Source: an optimization exercise on an open RTL-to-GDS flow (aim: small area and a short achievable clock period). Production flows keep margins and buffers that such runs may drop. In this exercise RTL edits were held to simulation tests only and were not proved equivalent to the original.

## flow/design.v

```verilog
`timescale 1ns / 1ps
module crossbar
    #(  parameter   T_DATA_WIDTH = 8,
        parameter   S_DATA_COUNT = 5,
        parameter   M_DATA_COUNT = 3,
        parameter   T_ID___WIDTH = $clog2(S_DATA_COUNT),
        parameter   T_DEST_WIDTH = $clog2(M_DATA_COUNT)
	)
	(	input rst,
        input [S_DATA_COUNT * M_DATA_COUNT - 1 : 0] grant_i,
        input [T_DATA_WIDTH * S_DATA_COUNT - 1 : 0] s_data_i,
        output reg [T_DATA_WIDTH * M_DATA_COUNT - 1 : 0] m_data_o
    );
    integer i;
    integer j;
    always @(*) begin
    if (rst) begin
        for (i = 0; i < M_DATA_COUNT; i = i + 1) begin
            m_data_o[i * T_DATA_WIDTH +: T_DATA_WIDTH] = 0;
        end
    end else begin
        m_data_o = 0;
        for (i = 0; i < M_DATA_COUNT; i = i + 1) begin
            for (j = 0; j < S_DATA_COUNT; j = j + 1) begin
                if (grant_i[i * S_DATA_COUNT + j] == 1) begin
                    m_data_o[i * T_DATA_WIDTH +: T_DATA_WIDTH] = s_data_i[j * T_DATA_WIDTH +: T_DATA_WIDTH];
                end
            end
        end
    end
end
endmodule
`timescale 1ns / 1ps
module round_robin
	#(  parameter   T_DATA_WIDTH = 8,
        parameter   S_DATA_COUNT = 5,
        parameter   M_DATA_COUNT = 3,
        parameter   T_ID___WIDTH = $clog2(S_DATA_COUNT),
        parameter   T_DEST_WIDTH = $clog2(M_DATA_COUNT)
	)
	(	input clk,
		input rst,
		input [S_DATA_COUNT - 1 : 0] request_mask_i,
		input [S_DATA_COUNT - 1 : 0] s_last_i,
		output reg [S_DATA_COUNT - 1 : 0] grant_o, 
		output reg m_last_o,
		output [T_ID___WIDTH - 1 : 0] m_id_o,
		output reg m_valid_o
    );
	reg [T_ID___WIDTH - 1:0] state;
	reg [T_ID___WIDTH - 1:0] last_state;
	reg [T_ID___WIDTH - 1:0] temp_state;
	reg first_one;
	localparam [T_ID___WIDTH:0] S_CNT = S_DATA_COUNT;
	always @ (*) begin: next_grant
		integer i;
		temp_state = state;
		first_one = 1'b0;
		m_valid_o = 1'b0;
		m_last_o = 1'b0;
		grant_o = 0;
		if(grant_o[state] && s_last_i[state] == 0 && request_mask_i[state] && state == temp_state) begin
			m_last_o = 0;
		end else if (grant_o[state] && s_last_i[state] && request_mask_i[state] && state == temp_state) begin
			m_last_o = 1;
		end else begin
			for (i = 0; i < S_DATA_COUNT; i = i + 1) begin
				if (request_mask_i[({1'b0, temp_state} + i[T_ID___WIDTH:0]) % S_CNT] && !first_one) begin
					grant_o[({1'b0, temp_state} + i[T_ID___WIDTH:0]) % S_CNT] = 1'b1;
					first_one = 1'b1;
					m_valid_o = 1'b1;
					if (s_last_i[({1'b0, temp_state} + i[T_ID___WIDTH:0]) % S_CNT]) m_last_o = 1'b1;
					else m_last_o = 1'b0;
					temp_state = ({1'b0, temp_state} + i[T_ID___WIDTH:0]) % S_CNT;
				end else begin
					grant_o[({1'b0, temp_state} + i[T_ID___WIDTH:0]) % S_CNT] = 1'b0;
				end
			end
		end
	end
	always @ (posedge clk) begin
		if(rst) begin
			state <= 0;
			last_state <= 0;
		end else begin
			if(m_last_o) begin
				if(temp_state == S_DATA_COUNT - 1) begin
					state <= 0;
				end else state <= temp_state + 1;
			end else state <= temp_state;
			last_state <= temp_state;
		end
	end
	assign m_id_o = temp_state;
endmodule
`timescale 1ns / 1ps
module schedule
	#(  parameter   T_DATA_WIDTH = 8,
        parameter   S_DATA_COUNT = 5,
        parameter   M_DATA_COUNT = 3,
        parameter   T_ID___WIDTH = $clog2(S_DATA_COUNT),
        parameter   T_DEST_WIDTH = $clog2(M_DATA_COUNT)
	)
	(	input clk,
        input rst,
		input [T_DEST_WIDTH * S_DATA_COUNT - 1 : 0] s_dest_i,
		input [S_DATA_COUNT - 1 : 0] s_valid_i,
        input [M_DATA_COUNT - 1 : 0] m_ready_i,
		input [S_DATA_COUNT - 1 : 0] s_last_i,
		output [M_DATA_COUNT * T_ID___WIDTH - 1 : 0] m_id_o,
        output [M_DATA_COUNT - 1 : 0] m_last_o,
        output [M_DATA_COUNT - 1 : 0] m_valid_o,
        output [S_DATA_COUNT - 1 : 0] s_ready_o,
        output [S_DATA_COUNT * M_DATA_COUNT - 1 : 0] grant_o
    );
    reg [M_DATA_COUNT * S_DATA_COUNT - 1 : 0] request_mask;
    reg [M_DATA_COUNT * S_DATA_COUNT - 1 : 0] last_mask;
    reg [S_DATA_COUNT - 1 : 0] s_ready_r;
    generate
        genvar i;
            for (i = 0; i < M_DATA_COUNT;  i = i + 1) begin
                round_robin  # (
                    .T_DATA_WIDTH(T_DATA_WIDTH),
                    .S_DATA_COUNT(S_DATA_COUNT),
                    .M_DATA_COUNT(M_DATA_COUNT),
                    .T_ID___WIDTH(T_ID___WIDTH),
                    .T_DEST_WIDTH(T_DEST_WIDTH)
                )  round_robin(
                    .clk(clk),
                    .rst(rst),
                    .request_mask_i(request_mask[i * S_DATA_COUNT +: S_DATA_COUNT]),
                    .s_last_i(last_mask[i * S_DATA_COUNT +: S_DATA_COUNT]),
                    .grant_o(grant_o[i * S_DATA_COUNT +: S_DATA_COUNT]), 
                    .m_last_o(m_last_o[i]), 
                    .m_id_o( m_id_o[i * T_ID___WIDTH +: T_ID___WIDTH]),  
                    .m_valid_o(m_valid_o[i])
                );
            end
    endgenerate
    always @(*) begin: calc_request_last
        integer i;
        request_mask = 0;
        last_mask = 0;
        if(rst) begin
            request_mask = 0;
            last_mask = 0;
        end
        else begin
            for (i = 0; i < S_DATA_COUNT; i = i + 1) begin
                if(m_ready_i[s_dest_i[i*T_DEST_WIDTH +: T_DEST_WIDTH]] && s_valid_i[i]) begin
                    request_mask[s_dest_i[i*T_DEST_WIDTH +: T_DEST_WIDTH] * S_DATA_COUNT + i] = 1;
                end  
                if(s_last_i[i]) begin
                    last_mask[s_dest_i[i*T_DEST_WIDTH +: T_DEST_WIDTH] * S_DATA_COUNT + i] = 1;
                end  
            end
        end
    end
    always @(*) begin: calc_ready
        integer k;
        s_ready_r = 0;
        for (k = 0; k < M_DATA_COUNT; k = k + 1) begin
            s_ready_r = s_ready_r | grant_o[k * S_DATA_COUNT +: S_DATA_COUNT];
        end
    end
    assign s_ready_o = s_ready_r;
endmodule
`timescale 1ns / 1ps
module top
    #(  parameter   T_DATA_WIDTH = 32,
        parameter   S_DATA_COUNT = 12,
        parameter   M_DATA_COUNT = 8,
        parameter   T_ID___WIDTH = $clog2(S_DATA_COUNT) == 0 ? 1 : $clog2(S_DATA_COUNT),
        parameter   T_DEST_WIDTH = $clog2(M_DATA_COUNT) == 0 ? 1 : $clog2(M_DATA_COUNT)) (
        input clk,
        input rst,
        input [(T_DATA_WIDTH) * (S_DATA_COUNT) - 1 : 0] s_data_i,
        input [(T_DEST_WIDTH) * (S_DATA_COUNT) - 1 : 0] s_dest_i,
        input [S_DATA_COUNT - 1 : 0] s_last_i,
        input [S_DATA_COUNT - 1 : 0] s_valid_i,
        output [S_DATA_COUNT - 1 : 0] s_ready_o,
        output [(T_DATA_WIDTH) * (M_DATA_COUNT) - 1 : 0] m_data_o,
        output [(T_ID___WIDTH) * (M_DATA_COUNT) - 1 : 0] m_id_o,
        output [M_DATA_COUNT - 1 : 0] m_last_o,
        output [M_DATA_COUNT - 1 : 0] m_valid_o,
        input [M_DATA_COUNT - 1 : 0] m_ready_i
    );
    wire [S_DATA_COUNT * M_DATA_COUNT - 1 : 0] grant;
    schedule # (
        .T_DATA_WIDTH(T_DATA_WIDTH),
        .S_DATA_COUNT(S_DATA_COUNT),
        .M_DATA_COUNT(M_DATA_COUNT),
        .T_ID___WIDTH(T_ID___WIDTH),
        .T_DEST_WIDTH(T_DEST_WIDTH)
    ) schedule(
        .clk(clk),
        .rst(rst),
        .s_dest_i(s_dest_i),
        .s_valid_i(s_valid_i),
        .m_ready_i(m_ready_i),
        .s_last_i(s_last_i),
        .m_id_o(m_id_o),
        .m_last_o(m_last_o),
        .m_valid_o(m_valid_o),
        .s_ready_o(s_ready_o),
        .grant_o(grant)
    );
    crossbar # (
        .T_DATA_WIDTH(T_DATA_WIDTH),
        .S_DATA_COUNT(S_DATA_COUNT),
        .M_DATA_COUNT(M_DATA_COUNT),
        .T_ID___WIDTH(T_ID___WIDTH),
        .T_DEST_WIDTH(T_DEST_WIDTH)
    ) crossbar(
        .rst(rst),
        .grant_i(grant),
        .s_data_i(s_data_i),
        .m_data_o(m_data_o)
    );
endmodule
```

## flow/run.sh

```bash
#!/bin/bash
# synth_recipe.tcl (not shown) runs the flow's synth.tcl, then flattens the netlist and writes it again
# the make line also repeats each setting of config.mk as NAME=value (left out here)
make -C /OpenROAD-flow-scripts/flow DESIGN_CONFIG=/design/flow/config.mk WORK_HOME=/design/flow/orfs CLKGATE_MAP_FILE= SYNTH_SCRIPT=/design/flow/synth_recipe.tcl finish
```

## flow/config.mk

```make
export PLATFORM = sky130hd
export DESIGN_NAME = top
export DESIGN_NICKNAME = top
export VERILOG_FILES = /design/flow/design.v
export SDC_FILE = /design/flow/constraint.sdc
export NUM_CORES = 8
export LEC_CHECK = 0
export CAP_MARGIN = 20
export CORE_MARGIN = 2
export CORE_UTILIZATION = 25
export SETUP_SLACK_MARGIN = 1.0
export SLEW_MARGIN = 20
```

## flow/constraint.sdc

```tcl
create_clock -name core_clock -period 44.0 [get_ports {clk}]
set_input_delay 8.8000 -clock core_clock [delete_from_list [all_inputs] [get_ports {clk}]]
set_output_delay 8.8000 -clock core_clock [all_outputs]
set_load 0.01 [all_outputs]
```

==> impl_metrics.csv <==
group,metric,value,unit
sta,setup_tns,0,ps
clocking,cts_tree,"yes",
global_route,grt_pass1_vias,154000,
logic_synthesis,yosysSeqAreaShare,0.551,%
sta,post-route-period-util,96.5,%
sta,hold_viol,0,
place,port_buffers,769,
die,initial_core_util,25.1,%
global_route,grtUsageTotal,38.7,%
run_status,status,"finished clean",
logic_synthesis,synth_cells,17800,
cells_and_area,final_core_util,33.3,%
global_route,grt_overflow,0,
logic_synthesis,async_reset_ff_share,0,%
cells_and_area,top_regs,"schedule.genblk1.round_robin.state (32)",
setup_path,cp-end-kind,"output pin",
place,dp_cells,25700,
sta,skew,12.0,ps
place,place_congestion,1.13,
cells_and_area,largest_reg_flops,32,
route,drtIter0Drc,26000,
sta,finalWorstSetupSlack,1540,ps
setup_path,crit_path_start_kind,"input pin",
route,drtPass1Iterations,13,
global_route,grt_max_degree,154,
sta,max_freq,0.0236,GHz
hold_path,worstHoldPathType,"reg2reg",
setup_path,cp_common_cell,"ha_1",
setup_path,cp_slowest_cell,"a211oi_2",
die,die_y,686,um
logic_synthesis,synth_common_cells,"nand2_1, nor2_1, a21oi_1",
cells_and_area,largest_register,"schedule.genblk1.round_robin.state",
logic_synthesis,avgSynthCellArea,6.53,sq um
cells_and_area,drive_gt1_share,24.7,%
route,wl_per_cell,37.5,um
route,wl,974,mm
setup_path,crit_type,"in2out",
clocking,cts.sinks,32,
logic_synthesis,synth_most_common_cell,"nand2_1",
logic_synthesis,synth_area_leaders,"mux4_2, nand2_1, ha_1",
logic_synthesis,synth-seq-cells,32,
sta,setup_viol,0,
clocking,clockBufferDepth,2,
sta,slew_headroom,8.40,%
cells_and_area,fin_cells,26000,
logic_synthesis,ys_warn_count,3,
setup_path,max_stage_delay,690,ps
logic_synthesis,netlist_area,0.116,sq mm
logic_synthesis,synth_edf_count,0,
global_route,grt_pass1_wl,1290,mm
clocking,clk_pin_slew,100,ps
setup_path,critical_path_arrival,33660,ps
clocking,cts_buffers,5,
setup_path,required,35200,ps
global_route,antenna_found_initial,156,
cells_and_area,nets,20800,
die,dieArea,0.470,sq mm
logic_synthesis,synth_nets,18800,
clocking,clockRootBuffer,"clkbuf_16",
route,post_drt_via_cell_ratio,6.61,
clocking,htree_levels,2,
sta,rsz0062_at_grt,"yes",
logic_synthesis,synth_flop_cell,"dfxtp_1",
setup_path,critPathMaxFanout,11,
cells_and_area,syn_to_final_growth,32.7,%
logic_synthesis,yosysTopAreaCell,"mux4_2",
die,fp.dieW,686,um
route,antenna_left,0,
logic_synthesis,synth_top_area_share,7.99,%
sta,period_needed,42460,ps
die,num_rows,250,
logic_synthesis,ys_types,183,
place,pre_cts_slack,-112,ps
route,num_vias,172000,
job,cap_violations,0,
sta,worst_slew_pin_slew,1370,ps
die,boundaryPins,770,
sta,slew_viol_final,0,
clocking,insertion_delay,420,ps
route,drc,0,
place,dp_hpwl,759,mm
die,coreArea,0.463,sq mm
-- routing by layer --
metal,vias up,global-route usage (%),share of wire [%],wire length (um)
met3,2980,16.6,14,136000
met5,-,3.22,0.30,2900
li1,72100,-,-,-
met2,13000,53.8,39,379000
met1,83700,48.6,39,381000
met4,99,23.6,7.7,74600
-- final timing paths --
kind                                                             from                                                   to  slack [ps]  depth (start not counted)
setup / recovery                                         s_dest_i[26]                                         m_data_o[80]        1540                        100
hold / removal    schedule.genblk1[2].round_robin.state[3]$_SDFF_PP0_  schedule.genblk1[2].round_robin.state[3]$_SDFF_PP0_        2130                         11
setup reg to reg  schedule.genblk1[3].round_robin.state[1]$_SDFF_PP0_  schedule.genblk1[3].round_robin.state[0]$_SDFF_PP0_       20570                        101
hold reg to reg   schedule.genblk1[2].round_robin.state[3]$_SDFF_PP0_  schedule.genblk1[2].round_robin.state[3]$_SDFF_PP0_        2130                         11
-- kinds of logic (layout without fill, tap and decap cells) --
logic type	count (synthesis)	count (layout)	synth area share [%]
and+or+nand+nor	7170	7170	29.1
buffers and inverters	2213	4140	7.95
muxes	1233	1233	15.4
xor gates and xnor gates	301	301	2.47
DFF	32	32	0.551
adders and majority gates	570	570	6.21
other	0	95	0
AOI/OAI and AO/OA	6283	6285	38.3
-- metrics by stage --
| step | area [sq um] | hold slack [ps] |
|---|---|---|
| 3_3_place_gp | 147000 | 2040 |
| 5_1_grt | 154000 | 2240 |
| 3_5_place_dp | 147000 | 2050 |
| 2_1_floorplan | 116000 | 1290 |
| 6_report | 154000 | 2130 |
| 4_1_cts | 149000 | 2050 |
-- critical path: cells and delay by family --
kind                       cells  cell delay, ps
xor gates and xnor gates       3             410
adders and majority gates     14            4330
buffers and inverters         15            3050
muxes                         10            3290
and+or+nand+nor               32            6840
AOI/OAI and AO/OA             26            6830
-- area by class of cell --
cell class,count,area (sq um)
Fill cell,49800,309000
Tap cell,6174,7720
Sequential cell,32,641
Clock inverter,3,18.8
Clock buffer,5,125
Antenna cell,95,238
Inverter,556,2130
Multi-Input combinational cell,15600,112000
Timing Repair Buffer,3576,31200
-- layout by cell type (no fill, tap or decap), drive strengths merged, types with 242 or more instances in the layout --
cell type         n
buf            2850
nand2          2383
nor2           1732
a21oi          1335
o21ai          1102
nand3           769
clkdlybuf4s50   669
mux2i           652
nor3            581
ha              555
inv             520
a31oi           513
a221oi          435
mux4            415
a211oi          278
a22oi           275
o221ai          262
and2            243
o211ai          242
-- what timing repair did --
action,4_1_cts,5_1_grt
setup buffers,36,165
hold buffers,0,0
pin swaps,34,195
setup endpoints to repair,243,294
resized for setup,273,768
gates cloned,1,10
endpoints found under the hold margin,0,0

-- re-timing with driven ports --
How much do the figures lean on ideal ports? The routed layout below was timed once more, with nothing changed but the port constraints.
Step 1 sets driving cells, clkbuf_16 on the clock port and buf_2 on the other inputs (assumed; they add their load-dependent delay and slew).
Step 2 adds t to the input delays and takes it off the output delays; t is the mean of the earliest and latest rising clock arrival at the registers after step 1. Input paths then give back, and output paths get back, about the clock's delay inside the block.
a / b / c = no drivers / after step 1 / after step 2; a / b = the first two.
t, ns: 0.488
setup WS [ns]: 1.538 / 1.504 / 1.504
hold WS [ns]: 2.128 / 2.128 / 2.128
slew at the worst register clock pin (ns): 0.11 / 0.11
cell pins on the clock port's net: 1
After both steps this run still meets setup and hold. For this run, drivers alone change the setup slack by -0.034 ns; drivers and shift together by -0.034 ns.
